This is an optimization exercise on Yosys and OpenROAD, whose aim is small area, a short achievable clock period and few clock cycles per item, not a production implementation.
No run shown here included a check of the RTL's function; only the layout flow was run.
Power is estimated from default activity; no workload was simulated.

File: flow/run.sh
#!/bin/bash
# Layout flow: the standard flow (standard.sh) with two changes.
#  - ADDER_MAP_FILE is empty, so synthesis maps no full/half-adder cells and ABC
#    maps the adders to plain gates, which are faster than the library's fa/ha cells.
#  - buffer_ports puts a buf_1 on each port instead of the delay buffer it picks
#    by default.
# The synthesis is otherwise the standard one, so the registers are the same.
set -euo pipefail
export ADDER_MAP_FILE=
export BUFFER_PORTS_ARGS="-buffer_cell sky130_fd_sc_hd__buf_1"
bash standard.sh > standard.log 2>&1
File: standard.sh
#!/bin/bash
# synth_recipe.tcl (not shown) runs the flow's synth.tcl, then flattens the netlist and writes it again
# the make line also repeats each setting of config.mk as NAME=value (left out here)
make -C /OpenROAD-flow-scripts/flow DESIGN_CONFIG=/design/flow/config.mk WORK_HOME=/design/flow/orfs CLKGATE_MAP_FILE= SYNTH_SCRIPT=/design/flow/synth_recipe.tcl "${@:-finish}"
File: config.mk
export PLATFORM = sky130hd
export DESIGN_NAME = CORDIC_sin_cos
export DESIGN_NICKNAME = CORDIC_sin_cos
export VERILOG_FILES = /design/flow/design.v
export SDC_FILE = /design/flow/constraint.sdc
export NUM_CORES = 4
export LEC_CHECK = 0
export ABC_AREA = 1
export CAP_MARGIN = 20
export CORE_MARGIN = 2
export CORE_UTILIZATION = 40
export CTS_BUF_LIST = sky130_fd_sc_hd__clkbuf_8
export SETUP_SLACK_MARGIN = 3.4
export SLEW_MARGIN = 20
File: constraint.sdc
create_clock -name core_clock -period 6.5 [get_ports {clock}]
set_input_delay 1.3000 -clock core_clock [delete_from_list [all_inputs] [get_ports {clock}]]
set_output_delay 1.3000 -clock core_clock [all_outputs]
set_load 0.01 [all_outputs]
File: design.v
module CORDIC_LUT(N, value);
	input [3:0] N;
	output [29:0] value;
	wire [29:0] atan_LUT [0:15];
	assign atan_LUT[00] = 30'h145F0000;  
	assign atan_LUT[01] = 30'h12E4051D;  
	assign atan_LUT[02] = 30'h13F670B6;  
	assign atan_LUT[03] = 30'h14444750;  
	assign atan_LUT[04] = 30'h14586A18;  
	assign atan_LUT[05] = 30'h145D7E10;  
	assign atan_LUT[06] = 30'h145EC3C0;  
	assign atan_LUT[07] = 30'h145F1540;  
	assign atan_LUT[08] = 30'h145F2980;  
	assign atan_LUT[09] = 30'h145F2E00;  
	assign atan_LUT[10] = 30'h145F3000;  
	assign atan_LUT[11] = 30'h145F3000;  
	assign atan_LUT[12] = 30'h145F3000;  
	assign atan_LUT[13] = 30'h145F3000;  
	assign atan_LUT[14] = 30'h145F2000;  
	assign atan_LUT[15] = 30'h145F4000;  
	assign value = atan_LUT[N];
endmodule
module CORDIC_sin_cos (clock, rst, strobe_in, angle, strobe_out, cos, sin);
	input clock;
	input rst;
	input strobe_in;
	input [31:0] angle;
	output strobe_out;
	output [16:0] cos;
	output [16:0] sin;
	reg signed [15:0] X, Y;
	reg [29:0] W;                
	reg NEG;                     
	reg [3:0] C;                 
	reg [3:0] CZ;                
	reg busy, done, prev_strobe_in;
	wire start = strobe_in & ~prev_strobe_in;
	wire signed [15:0] X1 = (angle[31] ^ angle[30]) ? -16'sd19429 : 16'sd19429;
	wire signed [15:0] Y1 = angle[31] ? -16'sd19429 : 16'sd19429;
	wire [29:0] Z1 = {~angle[29], angle[28:0]};
	wire pos = ~NEG;
	wire [29:0] Bn;
	CORDIC_LUT lut(CZ, Bn);
	wire [29:0] T;
	ZADD30 za(W, Bn ^ {30{pos}}, pos, T);
	wire signed [15:0] Xs = (X >>> 1) >>> C;
	wire signed [15:0] Ys = (Y >>> 1) >>> C;
	wire [15:0] Xn, Yn;
	ADD16 ax(X, Ys ^ {16{pos}}, pos, Xn);
	ADD16 ay(Y, Xs ^ {16{NEG}}, NEG, Yn);
	always @(posedge clock) begin
		prev_strobe_in <= strobe_in;
		if (rst) begin
			prev_strobe_in <= 1'b0;
			busy <= 1'b0;
			done <= 1'b0;
		end else begin
			done <= busy & (C == 4'd15);
			if (start)
				busy <= 1'b1;
			else if (C == 4'd15)
				busy <= 1'b0;
		end
	end
	always @(posedge clock) begin
		if (start) begin
			C <= 4'd0;
			CZ <= 4'd1;
			X <= X1;
			Y <= Y1;
			W <= Z1;
			NEG <= ~angle[29];
		end else begin
			C <= C + 4'd1;
			CZ <= CZ + 4'd1;
			X <= Xn;
			Y <= Yn;
			W <= {T[28:0], 1'b0};
			NEG <= T[29];
		end
	end
	assign cos = {X[15], X};
	assign sin = {Y[15], Y};
	assign strobe_out = done;
endmodule
module ZADD30(input [29:0] a, b, input ci, output [29:0] s);
wire [30:0] g0 = {a & b, ci};
wire [30:0] p0 = {a ^ b, 1'b0};
wire gg0 = g0[1] | (p0[1] & g0[0]);
wire pp0 = p0[1] & p0[0];
wire gg1 = g0[3] | (p0[3] & g0[2]);
wire pp1 = p0[3] & p0[2];
wire gg2 = g0[5] | (p0[5] & g0[4]);
wire pp2 = p0[5] & p0[4];
wire gg3 = g0[7] | (p0[7] & g0[6]);
wire pp3 = p0[7] & p0[6];
wire gg4 = g0[9] | (p0[9] & g0[8]);
wire pp4 = p0[9] & p0[8];
wire gg5 = g0[11] | (p0[11] & g0[10]);
wire pp5 = p0[11] & p0[10];
wire gg6 = g0[13] | (p0[13] & g0[12]);
wire pp6 = p0[13] & p0[12];
wire gg7 = g0[15] | (p0[15] & g0[14]);
wire pp7 = p0[15] & p0[14];
wire gg8 = g0[17] | (p0[17] & g0[16]);
wire pp8 = p0[17] & p0[16];
wire gg9 = g0[19] | (p0[19] & g0[18]);
wire pp9 = p0[19] & p0[18];
wire gg10 = g0[21] | (p0[21] & g0[20]);
wire pp10 = p0[21] & p0[20];
wire gg11 = g0[23] | (p0[23] & g0[22]);
wire pp11 = p0[23] & p0[22];
wire gg12 = g0[25] | (p0[25] & g0[24]);
wire pp12 = p0[25] & p0[24];
wire gg13 = g0[27] | (p0[27] & g0[26]);
wire pp13 = p0[27] & p0[26];
wire gg14 = g0[29] | (p0[29] & g0[28]);
wire pp14 = p0[29] & p0[28];
wire gg15 = gg1 | (pp1 & gg0);
wire pp15 = pp1 & pp0;
wire gg16 = gg3 | (pp3 & gg2);
wire pp16 = pp3 & pp2;
wire gg17 = gg5 | (pp5 & gg4);
wire pp17 = pp5 & pp4;
wire gg18 = gg7 | (pp7 & gg6);
wire pp18 = pp7 & pp6;
wire gg19 = gg9 | (pp9 & gg8);
wire pp19 = pp9 & pp8;
wire gg20 = gg11 | (pp11 & gg10);
wire pp20 = pp11 & pp10;
wire gg21 = gg13 | (pp13 & gg12);
wire pp21 = pp13 & pp12;
wire gg22 = gg16 | (pp16 & gg15);
wire pp22 = pp16 & pp15;
wire gg23 = gg18 | (pp18 & gg17);
wire pp23 = pp18 & pp17;
wire gg24 = gg20 | (pp20 & gg19);
wire pp24 = pp20 & pp19;
wire gg25 = gg23 | (pp23 & gg22);
wire pp25 = pp23 & pp22;
wire gg26 = gg24 | (pp24 & gg25);
wire pp26 = pp24 & pp25;
wire gg27 = gg17 | (pp17 & gg22);
wire pp27 = pp17 & pp22;
wire gg28 = gg19 | (pp19 & gg25);
wire pp28 = pp19 & pp25;
wire gg29 = gg21 | (pp21 & gg26);
wire pp29 = pp21 & pp26;
wire gg30 = gg2 | (pp2 & gg15);
wire pp30 = pp2 & pp15;
wire gg31 = gg4 | (pp4 & gg22);
wire pp31 = pp4 & pp22;
wire gg32 = gg6 | (pp6 & gg27);
wire pp32 = pp6 & pp27;
wire gg33 = gg8 | (pp8 & gg25);
wire pp33 = pp8 & pp25;
wire gg34 = gg10 | (pp10 & gg28);
wire pp34 = pp10 & pp28;
wire gg35 = gg12 | (pp12 & gg26);
wire pp35 = pp12 & pp26;
wire gg36 = gg14 | (pp14 & gg29);
wire pp36 = pp14 & pp29;
wire gg37 = g0[2] | (p0[2] & gg0);
wire pp37 = p0[2] & pp0;
wire gg38 = g0[4] | (p0[4] & gg15);
wire pp38 = p0[4] & pp15;
wire gg39 = g0[6] | (p0[6] & gg30);
wire pp39 = p0[6] & pp30;
wire gg40 = g0[8] | (p0[8] & gg22);
wire pp40 = p0[8] & pp22;
wire gg41 = g0[10] | (p0[10] & gg31);
wire pp41 = p0[10] & pp31;
wire gg42 = g0[12] | (p0[12] & gg27);
wire pp42 = p0[12] & pp27;
wire gg43 = g0[14] | (p0[14] & gg32);
wire pp43 = p0[14] & pp32;
wire gg44 = g0[16] | (p0[16] & gg25);
wire pp44 = p0[16] & pp25;
wire gg45 = g0[18] | (p0[18] & gg33);
wire pp45 = p0[18] & pp33;
wire gg46 = g0[20] | (p0[20] & gg28);
wire pp46 = p0[20] & pp28;
wire gg47 = g0[22] | (p0[22] & gg34);
wire pp47 = p0[22] & pp34;
wire gg48 = g0[24] | (p0[24] & gg26);
wire pp48 = p0[24] & pp26;
wire gg49 = g0[26] | (p0[26] & gg35);
wire pp49 = p0[26] & pp35;
wire gg50 = g0[28] | (p0[28] & gg29);
wire pp50 = p0[28] & pp29;
wire gg51 = g0[30] | (p0[30] & gg36);
wire pp51 = p0[30] & pp36;
wire [29:0] cc = {gg36, gg50, gg29, gg49, gg35, gg48, gg26, gg47, gg34, gg46, gg28, gg45, gg33, gg44, gg25, gg43, gg32, gg42, gg27, gg41, gg31, gg40, gg22, gg39, gg30, gg38, gg15, gg37, gg0, g0[0]};
assign s = a ^ b ^ cc;
endmodule
module ADD16(input [15:0] a, b, input ci, output [15:0] s);
wire [16:0] g0 = {a & b, ci};
wire [16:0] p0 = {a ^ b, 1'b0};
wire gg0 = g0[1] | (p0[1] & g0[0]);
wire pp0 = p0[1] & p0[0];
wire gg1 = g0[3] | (p0[3] & g0[2]);
wire pp1 = p0[3] & p0[2];
wire gg2 = g0[5] | (p0[5] & g0[4]);
wire pp2 = p0[5] & p0[4];
wire gg3 = g0[7] | (p0[7] & g0[6]);
wire pp3 = p0[7] & p0[6];
wire gg4 = g0[9] | (p0[9] & g0[8]);
wire pp4 = p0[9] & p0[8];
wire gg5 = g0[11] | (p0[11] & g0[10]);
wire pp5 = p0[11] & p0[10];
wire gg6 = g0[13] | (p0[13] & g0[12]);
wire pp6 = p0[13] & p0[12];
wire gg7 = g0[15] | (p0[15] & g0[14]);
wire pp7 = p0[15] & p0[14];
wire gg8 = gg1 | (pp1 & gg0);
wire pp8 = pp1 & pp0;
wire gg9 = gg3 | (pp3 & gg2);
wire pp9 = pp3 & pp2;
wire gg10 = gg5 | (pp5 & gg4);
wire pp10 = pp5 & pp4;
wire gg11 = gg7 | (pp7 & gg6);
wire pp11 = pp7 & pp6;
wire gg12 = gg9 | (pp9 & gg8);
wire pp12 = pp9 & pp8;
wire gg13 = gg11 | (pp11 & gg10);
wire pp13 = pp11 & pp10;
wire gg14 = gg13 | (pp13 & gg12);
wire pp14 = pp13 & pp12;
wire gg15 = gg10 | (pp10 & gg12);
wire pp15 = pp10 & pp12;
wire gg16 = gg2 | (pp2 & gg8);
wire pp16 = pp2 & pp8;
wire gg17 = gg4 | (pp4 & gg12);
wire pp17 = pp4 & pp12;
wire gg18 = gg6 | (pp6 & gg15);
wire pp18 = pp6 & pp15;
wire gg19 = g0[2] | (p0[2] & gg0);
wire pp19 = p0[2] & pp0;
wire gg20 = g0[4] | (p0[4] & gg8);
wire pp20 = p0[4] & pp8;
wire gg21 = g0[6] | (p0[6] & gg16);
wire pp21 = p0[6] & pp16;
wire gg22 = g0[8] | (p0[8] & gg12);
wire pp22 = p0[8] & pp12;
wire gg23 = g0[10] | (p0[10] & gg17);
wire pp23 = p0[10] & pp17;
wire gg24 = g0[12] | (p0[12] & gg15);
wire pp24 = p0[12] & pp15;
wire gg25 = g0[14] | (p0[14] & gg18);
wire pp25 = p0[14] & pp18;
wire gg26 = g0[16] | (p0[16] & gg14);
wire pp26 = p0[16] & pp14;
wire [15:0] cc = {gg14, gg25, gg18, gg24, gg15, gg23, gg17, gg22, gg12, gg21, gg16, gg20, gg8, gg19, gg0, g0[0]};
assign s = a ^ b ^ cc;
endmodule
==> summary.md, run 1 <==
| Metric | Value |
|---|---|
| Hold Vio Cnt, Final | 0 |
| Cell variety after synth | 51 |
| First drt pass iteration count | 5 |
| Vias per cell | between 4 and 5 |
| Setup TNS | 0 ns |
| First-pass GRT wire length | 30.9 mm |
| Final WS setup | between 3 and 4 ns |
| Startpoint type of the worst setup path | primary input |
| Io pins | 70 |
| Chip width | 137 um |
| Layout Cells excl Fill | ~1500 |
| Logic pwr share | between 70 and 80% |
| Most used DFF post-synth | dfxtp_1 |
| Place WS | 2.89 ns |
| Grt total ovfl | 0 |
| Initial drt markers | between 500 and 600 |
| Global Route Usage Sum | 20.8% |
| Total clock sinks | 74 |
| Area Growth Syn to Fin | 8.06% |
| Setup CP Type | in2reg |
| Worst-margin pin slew | 0.620 ns |
| Post-Syn Area | 7060 um2 |
| PortBufs | 69 |
| Max Freq | about 360 MHz |
| Post-Synthesis Net Count | 1307 |
| Final Power | 4.89 mW |
| Worst reg-to-reg path cell count | 21 |
| Largest net degree at the start of global routing | 60 |
| Min-Delay Path Depth | 2 |
| Asr flop ratio synth | 0% |
| Seq pwr share | 19.6% |
| Core area | ~17000 um2 |
| Yosys top cell area share | 27.6% |
| Slew Viols, Final | 0 |
| Sw Ratio | between 50% and 60% |
| Dpl cells | roughly 1500 |
| Post-detail-place hpwl | 13.9 mm |
| Synth area leader | nand2_1 |
| Maximum root-to-sink buffer count | 2 |
| Total Die Area | 18700 um2 |
| CTS root buffer | clkbuf_8 |
| Vias | 7631 |
| DR WL/cell | 12.6 um |
| Hold/Removal Path Class | reg2reg |
| Final setup fails | 0 |
| Minimum clock period | 2.77 ns |
| Yosys warns | 2 |
| Pint | 2.17 mW |
| Clk pwr share | under 10% |
| Rows | between 40 and 50 |
| Maxcap violations | 0 |
| Critical path fanouts, max | 55 |
| Later-pin clock latency in the skew report | roughly 0.38 ns |
| Commonest cells post-synth | nand2_1 (520), nand3_1 (208), inv_1 (110), nor2_1 (76), dfxtp_1 (74) |
| Net load switching power | between 2 and 3 mW |
| Register area share after synthesis | between 20% and 30% |
| DRC viols | 0 |
| Clock Skew | ~0.012 ns |
| Crit. End Element | register |
| # diodes | 0 |
| Post-route ant nets | 0 |
| Die Height | 137 um |
| Slew headroom | 58.7% |
| Synth Area per Inst | 5.55 um2 |
| Number of synthesized register bits | 74 |
| Initial Utilization | between 40% and 50% |
| CTS HTree Levels | 3 |
| Cells after Synth | 1272 |
| Status | timing/DRC/antenna clean |
| Required @ worst endpoint | 6.81 ns |
| CTS tree | yes |
| Reg clk slew, reported paths | 0.08 ns |
| Post-route clock period utilization | 42.6% |
| Leak Pwr | 4.15 nW |
| Final net count | 1344 |
| Worst VDD drop | 0.000264 V |
| Drt total wl | 19.3 mm |
| Fraction of layout instances using a drive strength above 1 | between 7 and 8% |
| Most frequent cell after synthesis | nand2_1 |
| Unrepaired setup endpoints after global routing | yes |
| Antenna violations before repair | 0 |
| TritonCTS buffer count | 9 |
| Synth area leaders | nand2_1 (28%), dfxtp_1 (21%), nand3_1 (15%) |
| Critical Path AT | 3.08 ns |
| Cell area power density | 641 nW/um2 |
| GP Congestion | 0.881 |
| Post-synth EDFFs | 0 |
| Vias in the first global route | between 6000 and 7000 |
[power by group through the flow]
stage	registers (mW)	clock network, mW	logic (mW)
6_report	0.957	0.370	3.57
5_1_grt	0.984	0.397	4.15
4_1_cts	0.958	0.378	3.56
3_5_place_dp	0.967	0	3.53
3_3_place_gp	0.967	0	3.51
2_1_floorplan	0.892	0	2.94
[routing by layer]
| metal | track usage [%] | up-vias | routed length, um |
|---|---|---|---|
| met3 | 3.07 | 19 | 761 |
| met2 | 35.8 | 168 | 9110 |
| met5 | 0 | - | 0 |
| met4 | 5.96 | 0 | 331 |
| li1 | - | 4115 | - |
| met1 | 26.8 | 3329 | 9100 |
[worst max-delay path, stage by stage]
cell     delay [ns]
buf_1          0.06
inv_1          0.07
nor2_4         0.07
buf_4          0.51
inv_4          0.41
or2_2          0.51
o21ai_0        0.10
[cells by family after synthesis]
family                 after synthesis  share of synthesized area (%)
AO/OA/AOI/OAI                       98                           7.94
XOR/XNOR                            48                           6.06
buffers and inverters              171                           10.5
flip-flops                          74                           21.0
AND/OR/NAND/NOR                    881                           54.6
[what timing repair did]
item	4_1_cts	5_1_grt
cloned	1	1
pin swaps	0	0
hold buffers	0	0
gates resized for setup	8	17
setup buffers	0	2
setup endpoints to repair	45	39
[final cells by class]
class	count	area (um2)
multi-input cells	1027	4850
well taps	225	282
clock buffers	12	165
flip-flops and latches	74	1490
repair buffers	74	313
inverters	121	489
fillers	1892	9670
repair inverters	2	15.0
clock inverters	3	23.8
[path summary, 6_finish.rpt]
check                               start     to  slack [ns]
worst max register to register        NEG    NEG        3.74
worst min register to register       busy   done        0.46
worst min-delay path                 busy   done        0.46
worst max-delay path            strobe_in  X[12]        3.73
[metrics by stage]
stage | hold WS [ns] | area [um2] | utilization [%]
5_1_grt | 0.489 | 7630 | 44.1
3_5_place_dp | 0.449 | 7360 | 42.5
4_1_cts | 0.464 | 7570 | 43.8
3_3_place_gp | 0.447 | 7360 | 42.5
6_report | 0.464 | 7630 | 44.1
2_1_floorplan | 0.430 | 7060 | -
[placed cells by master (no fill, tap or decap), drive strengths merged, types with 22 or more instances in the layout]
| cell type | instances |
|---|---|
| o21ai | 54 |
| dfxtp | 74 |
| xor2 | 40 |
| buf | 74 |
| nor2 | 83 |
| nand2 | 542 |
| or2 | 22 |
| nand3 | 213 |
| inv | 117 |
| a21oi | 24 |
[state kept, by name, summed over array words and instances (netlist names), 4 cells and up]
| register | cells |
|---|---|
| W | 30 |
| X | 16 |
| Y | 16 |
| CZ | 4 |
| C | 4 |
==> run 2, diff against run 1 <==
--- a/design.v
+++ b/design.v
@@ -33,6 +33,7 @@
 	reg NEG;                     
 	reg [3:0] C;                 
 	reg [3:0] CZ;                
+	reg [3:0] CX;                
 	reg busy, done, prev_strobe_in;
 	wire start = strobe_in & ~prev_strobe_in;
 	wire signed [15:0] X1 = (angle[31] ^ angle[30]) ? -16'sd19429 : 16'sd19429;
@@ -43,7 +44,7 @@
 	CORDIC_LUT lut(CZ, Bn);
 	wire [29:0] T;
 	ZADD30 za(W, Bn ^ {30{pos}}, pos, T);
-	wire signed [15:0] Xs = (X >>> 1) >>> C;
+	wire signed [15:0] Xs = (X >>> 1) >>> (~CX);
 	wire signed [15:0] Ys = (Y >>> 1) >>> C;
 	wire [15:0] Xn, Yn;
 	ADD16 ax(X, Ys ^ {16{pos}}, pos, Xn);
@@ -65,6 +66,7 @@
 	always @(posedge clock) begin
 		if (start) begin
 			C <= 4'd0;
+			CX <= 4'd15;
 			CZ <= 4'd1;
 			X <= X1;
 			Y <= Y1;
@@ -72,6 +74,7 @@
 			NEG <= ~angle[29];
 		end else begin
 			C <= C + 4'd1;
+			CX <= CX - 4'd1;
 			CZ <= CZ + 4'd1;
 			X <= Xn;
 			Y <= Yn;
==> run 2 against run 1 <==
  * Synthesized cell count up 1.8%
  * Largest cell class unchanged
  * Count of clock-buffer cells in the layout down 2
  * Non-clock buffer count up 8
  * Sequential cell count up 4
  * Combinational power up 1%
  * Synthesized area up 0.51%
  * Total power up 3.7%
  * Cell area up 1.7%
  * Critical path type is now reg2reg
  * Worst hold slack worse by 0.015 ns
  * Sequential share of layout area up 0.87 points
  * Final cell count up 1.9%
==> summary.md, run 2 <==
| Metric | Value |
|---|---|
| Unrepaired setup endpoints after global routing | yes |
| Crit. End Element | register |
| Drt total wl | 20.2 mm |
| Total Die Area | 18800 um2 |
| DR WL/cell | 12.9 um |
| Maxcap violations | 0 |
| Total clock sinks | 78 |
| Slew headroom | between 50% and 60% |
| Hold path endpoint | done |
| Final setup fails | 0 |
| Later-pin clock latency in the skew report | 0.39 ns |
| Worst-margin pin slew | 0.716 ns |
| CTS root buffer | clkbuf_8 |
| Most common cell after layout, fill and taps aside | nand2_1 |
| Post-route ant nets | 0 |
| Critical Path AT | 3.13 ns |
| Synth Area per Inst | 5.48 um2 |
| Vias | roughly 7900 |
| Global Route Usage Sum | between 20% and 30% |
| Worst reg2reg path endpoint | W[29] |
| Most used DFF post-synth | dfxtp_1 |
| Worst VDD drop | 0.000280 V |
| Cells after Synth | between 1000 and 1500 |
| Min-Delay Path Depth | 2 |
| Fraction of layout instances using a drive strength above 1 | 7.00% |
| First-pass GRT wire length | about 33 mm |
| Initial Utilization | 41.0% |
| Core area | 17300 um2 |
| Antenna violations before repair | 0 |
| Register area share after synthesis | 22.0% |
| Commonest cells post-synth | nand2_1 (523), nand3_1 (215), inv_1 (119), nor2_1 (93), dfxtp_1 (78) |
| Number of synthesized register bits | roughly 80 |
| Die Height | between 100 and 150 um |
| CTS tree | yes |
| Cell area power density | 654 nW/um2 |
| Post-synth EDFFs | 0 |
| Critical path fanouts, max | 53 |
| Largest Register | W |
| Grt total ovfl | 0 |
| Asr flop ratio synth | 0% |
| CP max-delay cell | clkbuf_8 |
| Rows | 48 |
| Top Registers | W (30), X (16), Y (16) |
| Yosys warns | 2 |
| Vias in the first global route | about 7000 |
| DRC viols | 0 |
| Io pins | 70 |
| Clock Skew | 0.0108 ns |
| Maximum root-to-sink buffer count | 2 |
| Most frequent cells in the layout | nand2_1 (523), nand3_1 (215), inv_1 (113), nor2_1 (91), buf_1 (69) |
| TritonCTS buffer count | 9 |
| Post-layout util | 44.9% |
| CP Buf/Inv Count | 2 |
| Hold/Removal Path Class | reg2reg |
| Crit path max-delay family | simple AND/OR/NAND/NOR gates |
| Worst r2r src | NEG |
| # diodes | 0 |
| Internal reg-to-reg setup slack | 3.71 ns |
| First drt pass iteration count | 6 |
| CTS HTree Levels | 3 |
| Required @ worst endpoint | between 6 and 7 ns |
| Critical path cell sequence | clkbuf_8 > xor2_1 > nand2_1 > o21ai_0 > or2_1 > nand2_1 > inv_1 > nand2_1 > o21ai_0 > a21oi_1 > nand2_2 > nand2_2 > nand2_2 > nand2_2 > nand2_1 > nand2_1 > nand2_1 > nand2_1 > nand2_1 |
| Setup TNS | 0 ns |
| Final net count | 1372 |
| Initial drt markers | 488 |
| Post-Synthesis Net Count | 1330 |
| Setup CP Type | reg2reg |
| CP max stage delay | roughly 0.38 ns |
| Chip width | 137 um |
| Max Freq | 358 MHz |
| Synth area leader | nand2_1 |
| GP Congestion | ~0.91 |
| Slew Viols, Final | 0 |
| Fillers | ~2000 |
| Synth area leaders | nand2_1 (28%), dfxtp_1 (22%), nand3_1 (15%) |
| Worst reg-to-reg path cell count | 19 |
| Post-route clock period utilization | 42.9% |
| Vias per cell | 5.04 |
| Reg clk slew, reported paths | 0.08 ns |
| Worst Hold Margin | 0.449 ns |
| Final WS setup | 3.71 ns |
| Post-detail-place hpwl | 14.8 mm |
| Hold Vio Cnt, Final | 0 |
| Cell variety after synth | between 40 and 50 |
| Place WS | 3.33 ns |
| Yosys top cell area share | 27.7% |
| Leak Pwr | 4.25 nW |
| Post-CTS Hold Buffers | 0 |
| Max reg flops | 30 |
| CP most frequent cell | nand2_1 |
| Largest net degree at the start of global routing | slightly above 60 |
| Most frequent cell after synthesis | nand2_1 |
| Startpoint type of the worst setup path | register |
| HP Start | busy |
| PortBufs | between 60 and 70 |
| Minimum clock period | 2.79 ns |
| Post-Syn Area | a little over 7000 um2 |
| Status | timing/DRC/antenna clean |
| Area Growth Syn to Fin | 9.38% |
run 2: cell families (layout without fill, tap and decap cells):
logic type | after synthesis | in the layout | synth area share (%)
flops | 78 | 78 | 22.0
buf+inv | 180 | 227 | 10.9
simple gates | 887 | 887 | 53.2
compound gates | 106 | 106 | 8.51
xor+xnor | 44 | 44 | 5.43
run 2: per-stage QoR:
step | cells | power, mW | area, um2
finish | 1567 | 5.07 | 7760
floorplan | 1295 | 3.83 | 7100
global placement | 1542 | 4.53 | 7390
CTS | 1558 | 5.06 | 7650
global route | 1567 | 5.72 | 7760
detailed placement | 1542 | 4.55 | 7390
run 2: how the worst max path moves through the flow:
stage	from	endpoint	slack [ns]	depth (start not counted)
2_1_floorplan	strobe_in	W[15]	4.22	6
6_report	NEG	W[29]	3.71	19
3_5_place_dp	C[0]	X[14]	3.33	21
5_1_grt	C[0]	X[14]	3.36	26
3_3_place_gp	CX[1]	Y[15]	3.36	21
4_1_cts	C[1]	X[14]	3.42	23
run 2: final cells by class:
type | instances | area [um2] | share of cell area [%]
Multi-Input combinational cell | 1037 | 4770 | 61.5
Inverter | 129 | 502 | 6.46
Timing Repair Buffer | 82 | 367 | 4.72
Tap cell | 225 | 282 | 3.63
Clock inverter | 6 | 115 | 1.48
Sequential cell | 78 | 1590 | 20.5
Clock buffer | 10 | 138 | 1.77
run 2: what timing repair did:
item / in CTS / in global routing
resized for setup: 2 / 21
endpoints found under the setup margin: 6 / 24
setup buffers: 0 / 9
run 2: routing by layer:
| layer | vias up | track usage [%] | routed length (um) |
|---|---|---|---|
| met5 | - | 0 | 0 |
| met4 | 0 | 8.88 | 594 |
| met3 | 41 | 3.64 | 856 |
| met2 | 171 | 38.1 | 9560 |
| met1 | 3490 | 27.5 | 9230 |
| li1 | 4190 | - | - |
run 2: where the power goes:
| part | switching (mW) | internal, mW | total [mW] |
|---|---|---|---|
| Clock | 0.213 | 0.268 | 0.481 |
| Sequential | 0.255 | 0.718 | 0.973 |
| Combinational | 2.33 | 1.29 | 3.62 |
run 2: worst register-to-register path, stage by stage (launching register included):
cell and delay (ns):
dfxtp_2 0.34, clkbuf_8 0.38, xor2_1 0.35, nand2_1 0.08, o21ai_0 0.13, or2_1 0.19
nand2_1 0.06, inv_1 0.10, nand2_1 0.05, o21ai_0 0.27, a21oi_1 0.17, nand2_2 0.12
nand2_2 0.06, nand2_2 0.08, nand2_2 0.06, nand2_1 0.07, nand2_1 0.05, nand2_1 0.06
nand2_1 0.05, nand2_1 0.08

separate check: timing with driven ports:
How much do the figures lean on ideal ports? The routed layouts below were timed once more, with nothing changed but the port constraints. Step 1 assumes that a clkbuf_16 drives the clock port and a buf_2 every other input. Step 2, shift: input delay + t, output delay - t, t = (earliest + latest rising clock arrival at the registers) / 2. This alone moves slack from input paths to output paths. a / b / c = ideal ports / drivers / drivers and shift; a / b = the first two.
run | t (ns) | setup WS [ns] | worst hold slack (ns) | worst data-port slew with drivers (ns) | pins driven straight from the clock port
run 1 | 0.414 | 3.728 / 3.736 / 3.328 | 0.464 / 0.464 / 0.464 | 0.03 | 1
run 2 | 0.427 | 3.708 / 3.708 / 3.663 | 0.449 / 0.449 / 0.449 | 0.04 | 1
After both steps every run listed still meets setup and hold. For run 1, which loses most, drivers alone change the setup slack by +0.008 ns; drivers and shift together by -0.400 ns.
